Background: an optimization exercise with open tools, aiming at small area and a short achievable clock period. Do not read the settings as production practice. Function was checked by simulation only, so behaviour that the tests miss may differ from the original. The flow treats the clock pin as an ideal source. Dropping or thinning the clock tree relies on that and would not hold on a real chip. Power and IR drop assume default switching activity.

Setup of the baseline:
==> flow/design.v (excerpt) <==
module spi(MOSI, SS_n, clk, rst_n, MISO);
	input MOSI, SS_n, clk, rst_n;
	output MISO;
	wire [7:0] word, waddr, rd_data;
	wire ld_wd, ld_ra;
	spi_slave_interface slave(.MOSI(MOSI), .SS_n(SS_n), .clk(clk), .rst_n(rst_n), .MISO(MISO),
		.word(word), .waddr(waddr), .ld_wd(ld_wd), .ld_ra(ld_ra), .rd_data(rd_data));
	ram mem(.clk(clk), .word(word), .waddr(waddr), .ld_wd(ld_wd), .ld_ra(ld_ra), .rd_data(rd_data));
endmodule
Size in the first run: about 2700 cells after synthesis, ~2100 flip-flops, ~5 I/O pins, ~0.049 mm^2 of cells after synthesis.
Settings: LEC_CHECK=0, CAP_MARGIN=20, CORE_MARGIN=2, CORE_UTILIZATION=40, CTS_CLUSTER_DIAMETER=100, CTS_CLUSTER_SIZE=30, SETUP_SLACK_MARGIN=3.8, SLEW_MARGIN=20; clock period 5.5 ns.
run.sh (not shown) runs the stock make flow with config.mk's settings and CLKGATE_MAP_FILE= SYNTH_SCRIPT=/design/flow/synth_recipe.tcl, a recipe that flattens the netlist after the stock synthesis.
--- input diff the baseline..the candidate ---
diff --git a/flow/config.mk b/flow/config.mk
--- a/flow/config.mk
+++ b/flow/config.mk
@@ -12,3 +12,3 @@
 export CTS_CLUSTER_SIZE = 30
-export SETUP_SLACK_MARGIN = 3.8
+export SETUP_SLACK_MARGIN = 3.5
 export SLEW_MARGIN = 20
==> notes.md <==
Wire length: higher on the baseline
For net switching power figure, the candidate and the baseline come out practically identical.
The candidate: PASS, flow complete, no timing, DRC or antenna violations
Going from the baseline to the candidate, met2 layer wire length in the routed design moved down, met3 layer wire length in the routed design moved down.
The candidate against the baseline: final critical-path setup slack higher, clock slew seen by the registers of the worst setup and hold paths barely changed, clock skew picked up an extra 8.3 ps.
The candidate has slew at the pin closest to its max-slew limit below what the baseline had.
When the candidate is measured against the baseline, its cell area turns out 1.9% lower.

========
alpha:
Another version of the RTL of spi (not shown whole).
For scale: roughly 2600 cells after synthesis, roughly 48000 um2 of cells after synthesis.
Settings: LEC_CHECK=0, CAP_MARGIN=20, CORE_MARGIN=2, CORE_UTILIZATION=40, CTS_CLUSTER_DIAMETER=100, CTS_CLUSTER_SIZE=30, SETUP_SLACK_MARGIN=3.5, SLEW_MARGIN=20; clock period 5.5 ns.
Setup changes, alpha to beta
Settings: a deleted CTS_CLUSTER_SIZE that had been 30; a deleted CTS_CLUSTER_DIAMETER that had been 100.
[summary]
beta ended up with met2 as its busiest metal layer after global routing; alpha ended up with met1.
beta ends up with lower part of the cycle the worst path needs than alpha does.
[beta] overall fraction of global-route tracks in use rose 0.68 points relative to alpha
When the final numbers for alpha and beta were put side by side, the utilization of the core after routing turned out to be greater in beta.
alpha was routed with fewer vias than beta.
Compared with alpha, final area in beta increased by a little under 10%.
On time the final worst path needs with I/O delays and setup, beta does better than alpha.
Going from alpha to beta, clock insertion delay at the later pin of the skew report now sits higher; proportion of cell area occupied by registers now sits lower; number of buffers added by the clock tree synthesis step now sits higher; fraction of area in multi-input gates now sits lower.
#### Input delta (gamma over beta)
Settings: SETUP_SLACK_MARGIN removed (was 3.5).
Against beta, gamma comes in 47 lower on non-clock buffer count. met2 global-route usage for gamma is lower than for beta. Against beta, maximum frequency in gamma fell by more than 10%. Area added between synthesis and finish in gamma vs beta: down 3.4 points. gamma vs beta: routed wire length down in gamma. gamma against beta: sequential share of layout area picked up an extra 2.1 points, combinational power share neither gained nor lost much. Diff gamma and beta: clock-buffer cell count lower in beta. The core of gamma is less densely filled than that of beta.
Here is what was changed in the inputs of delta compared with gamma.
Settings: SETUP_SLACK_MARGIN newly set to 3.5; CTS_CLUSTER_SIZE newly set to 36; CTS_CLUSTER_DIAMETER newly set to 60.
==> notes.md <==
Compare gamma and delta | critical path depth lower: gamma. For delta, the slowest library cell on the worst path was sky130_fd_sc_hd__mux4_2, unlike gamma, where it was sky130_fd_sc_hd__clkdlybuf4s50_1. Looking at category of the critical setup timing path, the reg -> out result is from gamma; the reg -> reg one comes from delta. gamma has a higher design area than delta. The area of combinational cells with multiple inputs number comes out higher for delta vs gamma. delta vs. gamma: data arrival time of the critical path rose by 1.26 ns, non-filler instance count after layout fell about 3%, overall power lost about 17%, initial antenna violation count decreased 3.

========
Setup of JK:
spi, a different RTL version from the one above (not shown whole).
For scale: roughly 2,100 flip-flops, about 5 I/O pins, ~0.049 mm² of cells after synthesis.
==> flow/design.v (excerpt) <==
module spi(MOSI, SS_n, clk, rst_n, MISO);
	input MOSI, SS_n, clk, rst_n;
	output MISO;
	wire [7:0] word, rd_data;
	wire ld_wa, ld_wd, ld_ra;
	spi_slave_interface slave(.MOSI(MOSI), .SS_n(SS_n), .clk(clk), .rst_n(rst_n), .MISO(MISO),
		.word(word), .ld_wa(ld_wa), .ld_wd(ld_wd), .ld_ra(ld_ra), .rd_data(rd_data));
	ram mem(.clk(clk), .rst_n(rst_n), .word(word), .ld_wa(ld_wa), .ld_wd(ld_wd), .ld_ra(ld_ra), .rd_data(rd_data));
endmodule
export LEC_CHECK = 0
export CAP_MARGIN = 20
export CORE_MARGIN = 2
export CORE_UTILIZATION = 40
export CTS_CLUSTER_DIAMETER = 100
export CTS_CLUSTER_SIZE = 30
export SETUP_SLACK_MARGIN = 3.5
export SLEW_MARGIN = 20
create_clock -name core_clock -period 5.5 [get_ports {clk}]
standard.sh (not shown) runs the stock make flow with config.mk's settings and CLKGATE_MAP_FILE= SYNTH_SCRIPT=/design/flow/synth_recipe.tcl, a recipe that flattens the netlist after the stock synthesis.
==> flow/flow/run.sh <==
#!/bin/bash
# The standard layout, except that the top of the clock tree is rebuilt after
# CTS: the clock port drives four buffers, one per region of the die, and each
# of those drives the leaf buffers of its region (see retree.tcl). Every tool's
# output goes to a log file of its own in this folder.
set -euo pipefail
R=orfs/results/sky130hd/spi/base
bash standard.sh cts > log_1_std_to_cts.txt 2>&1
cat > retree_run.tcl <<TCL
read_db $R/4_cts.odb
set NQ 4
set REGION_CELL {sky130_fd_sc_hd__buf_16 A X}
set LEAF_CELL {sky130_fd_sc_hd__buf_12 A X}
source flow/retree.tcl
detailed_placement
check_placement
write_db $R/4_cts.odb
TCL
openroad -no_init -exit retree_run.tcl > log_2_retree.txt 2>&1
bash standard.sh finish > log_3_std_finish.txt 2>&1
==> flow/flow/retree.tcl <==
# Replace the top of the clock tree (the root buffer and the level below it)
# by NQ buffers driven straight from the clock port, each driving the leaf
# buffers of one region of the die.
if {![info exists NQ]} { set NQ 4 }
if {![info exists REGION_CELL]} { set REGION_CELL {sky130_fd_sc_hd__clkbuf_16 A X} }
if {![info exists LEAF_CELL]} { set LEAF_CELL {} }
set block [ord::get_db_block]
set clkport [$block findBTerm clk]
set clknet [$clkport getNet]
proc in_loads {net} {
  set r {}
  foreach it [$net getITerms] { if {[[$it getMTerm] getIoType] eq "INPUT"} { lappend r $it } }
  return $r
}
proc out_of {inst} {
  foreach it [$inst getITerms] { if {[[$it getMTerm] getIoType] eq "OUTPUT"} { return $it } }
  return ""
}
set top {}
set topnets {}
set leaves {}
set dummies {}
foreach r [in_loads $clknet] {
  set ri [$r getInst]
  lappend top $ri
  set rn [[out_of $ri] getNet]
  lappend topnets $rn
  foreach m [in_loads $rn] {
    set mi [$m getInst]
    set mo [out_of $mi]
    if {$mo eq "" || [$mo getNet] eq "NULL"} { lappend dummies $mi; continue }
    lappend top $mi
    set mn [$mo getNet]
    lappend topnets $mn
    foreach l [in_loads $mn] {
      set li [$l getInst]
      set lo [out_of $li]
      if {$lo eq "" || [$lo getNet] eq "NULL"} { lappend dummies $li; continue }
      lappend leaves $l
    }
  }
}
puts "retree: top buffers [llength $top], leaves [llength $leaves], dummy loads [llength $dummies]"
# split the leaves into NQ groups: NQ=4 by the medians of x then y within each half
proc xy {it} { set b [[$it getInst] getBBox]; return [list [expr {([$b xMin]+[$b xMax])/2}] [expr {([$b yMin]+[$b yMax])/2}]] }
proc split2 {its axis} {
  set s [lsort -integer -index 1 [lmap it $its { list $it [lindex [xy $it] $axis] }]]
  set h [expr {[llength $s]/2}]
  return [list [lmap p [lrange $s 0 [expr {$h-1}]] {lindex $p 0}] [lmap p [lrange $s $h end] {lindex $p 0}]]
}
set groups [list $leaves]
set axis 0
while {[llength $groups] < $NQ} {
  set ng {}
  foreach g $groups { foreach h [split2 $g $axis] { lappend ng $h } }
  set groups $ng
  set axis [expr {1-$axis}]
}
# disconnect and remove the old top of the tree
foreach it [concat $leaves] { $it disconnect }
foreach i [concat $top $dummies] { odb::dbInst_destroy $i }
foreach n $topnets { if {[$n getITermCount] == 0 && [$n getBTermCount] == 0} { odb::dbNet_destroy $n } }
lassign $REGION_CELL rcell rin rout
set master [[ord::get_db] findMaster $rcell]
set k 0
foreach g $groups {
  set sx 0; set sy 0
  foreach it $g { lassign [xy $it] x y; incr sx $x; incr sy $y }
  set cx [expr {$sx/[llength $g]}]; set cy [expr {$sy/[llength $g]}]
  set inst [odb::dbInst_create $block $master "clkbuf_region_${k}_clk"]
  $inst setLocation $cx $cy
  $inst setPlacementStatus PLACED
  set net [odb::dbNet_create $block "clknet_region_${k}_clk"]
  $net setSigType CLOCK
  [$inst findITerm $rin] connect $clknet
  [$inst findITerm $rout] connect $net
  foreach it $g { $it connect $net }
  puts "retree: region $k: [llength $g] leaves, buffer at [expr {$cx/1000.0}] [expr {$cy/1000.0}]"
  incr k
}

# optionally rebuild the leaf buffers in another cell
if {[llength $LEAF_CELL]} {
  lassign $LEAF_CELL lcell lin lout
  set lm [[ord::get_db] findMaster $lcell]
  set n 0
  foreach it $leaves {
    set old [$it getInst]
    set in [$it getNet]
    set out [[out_of $old] getNet]
    lassign [$old getLocation] x y
    set nm [$old getName]
    odb::dbInst_destroy $old
    set new [odb::dbInst_create $block $lm $nm]
    $new setLocation $x $y
    $new setPlacementStatus PLACED
    [$new findITerm $lin] connect $in
    [$new findITerm $lout] connect $out
    incr n
  }
  puts "retree: rebuilt $n leaves as $lcell"
}
diff inputs: JK => MS
-- flow/flow/run.sh --
<<< JK, line 3
# CTS: the clock port drives four buffers, one per region of the die, and each
# of those drives the leaf buffers of its region (see retree.tcl). Every tool's
# output goes to a log file of its own in this folder.
>>> MS, line 3
# CTS: the clock port drives four buffers, one per region of the die, and each
# of those drives the leaf buffers of its region (see retree.tcl); and mux4_1
# cells become mux4_2, which is smaller. Every tool's
# output goes to a log file of its own in this folder.
<<< JK, line 14
source flow/retree.tcl
detailed_placement
>>> MS, line 15
source flow/retree.tcl
# mux4_2 has the pins and function of mux4_1 in less area (and more drive)
set m2 [[ord::get_db] findMaster sky130_fd_sc_hd__mux4_2]
set nswap 0
foreach inst [[ord::get_db_block] getInsts] {
  if {[[\$inst getMaster] getName] eq "sky130_fd_sc_hd__mux4_1"} { \$inst swapMaster \$m2; incr nswap }
}
puts "swapped \$nswap mux4_1 to mux4_2"
detailed_placement
[summary]
- MS reached the final stage; the timing, design-rule and antenna checks on its layout passed.
- When MS is measured against JK, its total of fill cells in the finished design turns out 0.33% higher.
- Any difference in total number of sequential cells between JK and MS is small enough to ignore.
- JK -> MS: area of all placed cells without fillers flat
- On total power after layout, MS and JK are neck and neck.
- Initial core utilization came out exactly the same in MS and JK.
- MS vs. JK: max-slew violation count stayed essentially flat; shortest period the worst path allows stayed essentially flat; global-route usage stayed essentially flat.
- Cmp MS and JK / footprint of the multi-input gates / lower: MS
- Re routed wire length on met3: JK was higher than MS.
#### Input delta (AL over MS)
Settings: SETUP_SLACK_MARGIN now 3.6, was 3.5.
## What came out
Diff MS -> AL: cell area increased 0.85%, compound-gate portion of the synthesized area essentially unchanged. Summary of AL over MS: routed wire length up 2.6%; area after synthesis closely matched the old numbers; final clock period utilization by the worst path shows no meaningful change. Measured against each other, MS and AL differ in final core area utilization, the lower figure coming from MS. No stage failed in AL, and the final checks on the layout all came back clean. The number of antenna violations at the first check in global routing number comes out higher for MS vs AL.
> inputs changed (AL -> TR)
Settings: changing CORE_UTILIZATION from 40 to 46; changing SETUP_SLACK_MARGIN from 3.6 to 3.5.
==> notes.md <==
In TR relative to AL, weighted congestion at the end of routability-driven global placement had gone up by more than 10%.
Relative to AL, the insertion delay to the later sink of the worst-skew pair of TR is lower by 20 ps.
TR completed end to end with timing, DRC and antenna clean.
The number of nets in the layout in TR was lower than what AL gave.
Compared with AL, TR shows a final period utilization that is 0.52 points higher.
Global-route usage in TR vs AL: up 2.5 points
Here is what was changed in the inputs of PW compared with TR.
Settings: a change of CORE_UTILIZATION from 46 to 40.
-- flow/flow/run.sh --
<<< TR, line 3
# CTS: the clock port drives four buffers, one per region of the die, and each
# of those drives the leaf buffers of its region (see retree.tcl); and mux4_1
# cells become mux4_2, which is smaller. Every tool's
>>> PW, line 3
# CTS: the clock port drives four buffers, one per region of the die, and each
# of those drives the leaf buffers of its region, and the dummy loads CTS added
# to balance the leaf nets are removed (see retree.tcl); and mux4_1
# cells become mux4_2, which is smaller. Every tool's
-- flow/flow/retree.tcl --
<<< TR, line 102
}
>>> PW, line 102
}

# remove the dummy loads CTS hung on the leaf nets to balance them: cells whose
# only input is on a clock net and whose output drives nothing
set nd 0
foreach inst [$block getInsts] {
  set o [out_of $inst]
  if {$o eq ""} { continue }
  set on [$o getNet]
  if {$on ne "NULL" && [$on getITermCount] > 1} { continue }
  set ins {}
  foreach it [$inst getITerms] { if {[[$it getMTerm] getIoType] eq "INPUT" && [$it getNet] ne "NULL"} { lappend ins $it } }
  if {[llength $ins] != 1} { continue }
  if {[[[lindex $ins 0] getNet] getSigType] ne "CLOCK"} { continue }
  [lindex $ins 0] disconnect
  if {$on ne "NULL"} { $o disconnect; if {[$on getITermCount] == 0 && [$on getBTermCount] == 0} { odb::dbNet_destroy $on } }
  odb::dbInst_destroy $inst
  incr nd
}
puts "retree: removed $nd dummy loads"
Delta (PW minus TR): total power about even; number of logic stages on the critical path including buffering fell 2. For PW, the capturing element of the worst setup path was MISO, unlike TR, where it was mem.plane[3].rg[26].f[0]. The core of PW is less densely filled than that of TR.
In every run of this note, the design's own scripts or RTL, not TritonCTS, make the clock network.

==> static timing again, ports no longer ideal <==
The results above use ideal ports. As a check the final layouts listed here were re-extracted and re-timed, cells and wires unchanged. Step 1, drivers: a clkbuf_16 drives clk and a buf_2 each remaining input, both assumed. Step 2 adds t to the input delays and takes it off the output delays; t is the mean of the earliest and latest rising clock arrival at the registers after step 1. Input paths then give back, and output paths get back, about the clock's delay inside the block. Slacks: ideal / step 1 / step 2; pairs: ideal / step 1.
run | t, ns | slack for setup (ns) | worst setup path after step 2 | pins driven straight from the clock port
the baseline | 0.722 | 3.272 / 3.207 / 3.204 | input to register | 1
the candidate | 0.719 | 3.287 / 3.225 / 3.265 | input to register | 1
alpha | 0.728 | 3.181 / 3.181 / 3.139 | input to register | 1
beta | 0.824 | 3.198 / 3.152 / 3.132 | input to register | 1
gamma | 0.812 | 2.764 / 2.703 / 2.849 | register to register | 1
delta | 0.728 | 3.164 / 3.164 / 3.111 | input to register | 1
JK | 0.623 | 3.493 / 3.339 / 2.988 | input to register | 4
MS | 0.623 | 3.493 / 3.339 / 2.972 | input to register | 4
AL | 0.621 | 3.500 / 3.372 / 3.028 | input to register | 4
TR | 0.615 | 3.471 / 3.340 / 2.993 | input to register | 4
PW | 0.611 | 3.504 / 3.350 / 2.999 | input to register | 4
After both steps every run listed still meets setup and hold. For MS, which loses most, drivers alone change the setup slack by -0.154 ns; drivers and shift together by -0.521 ns.
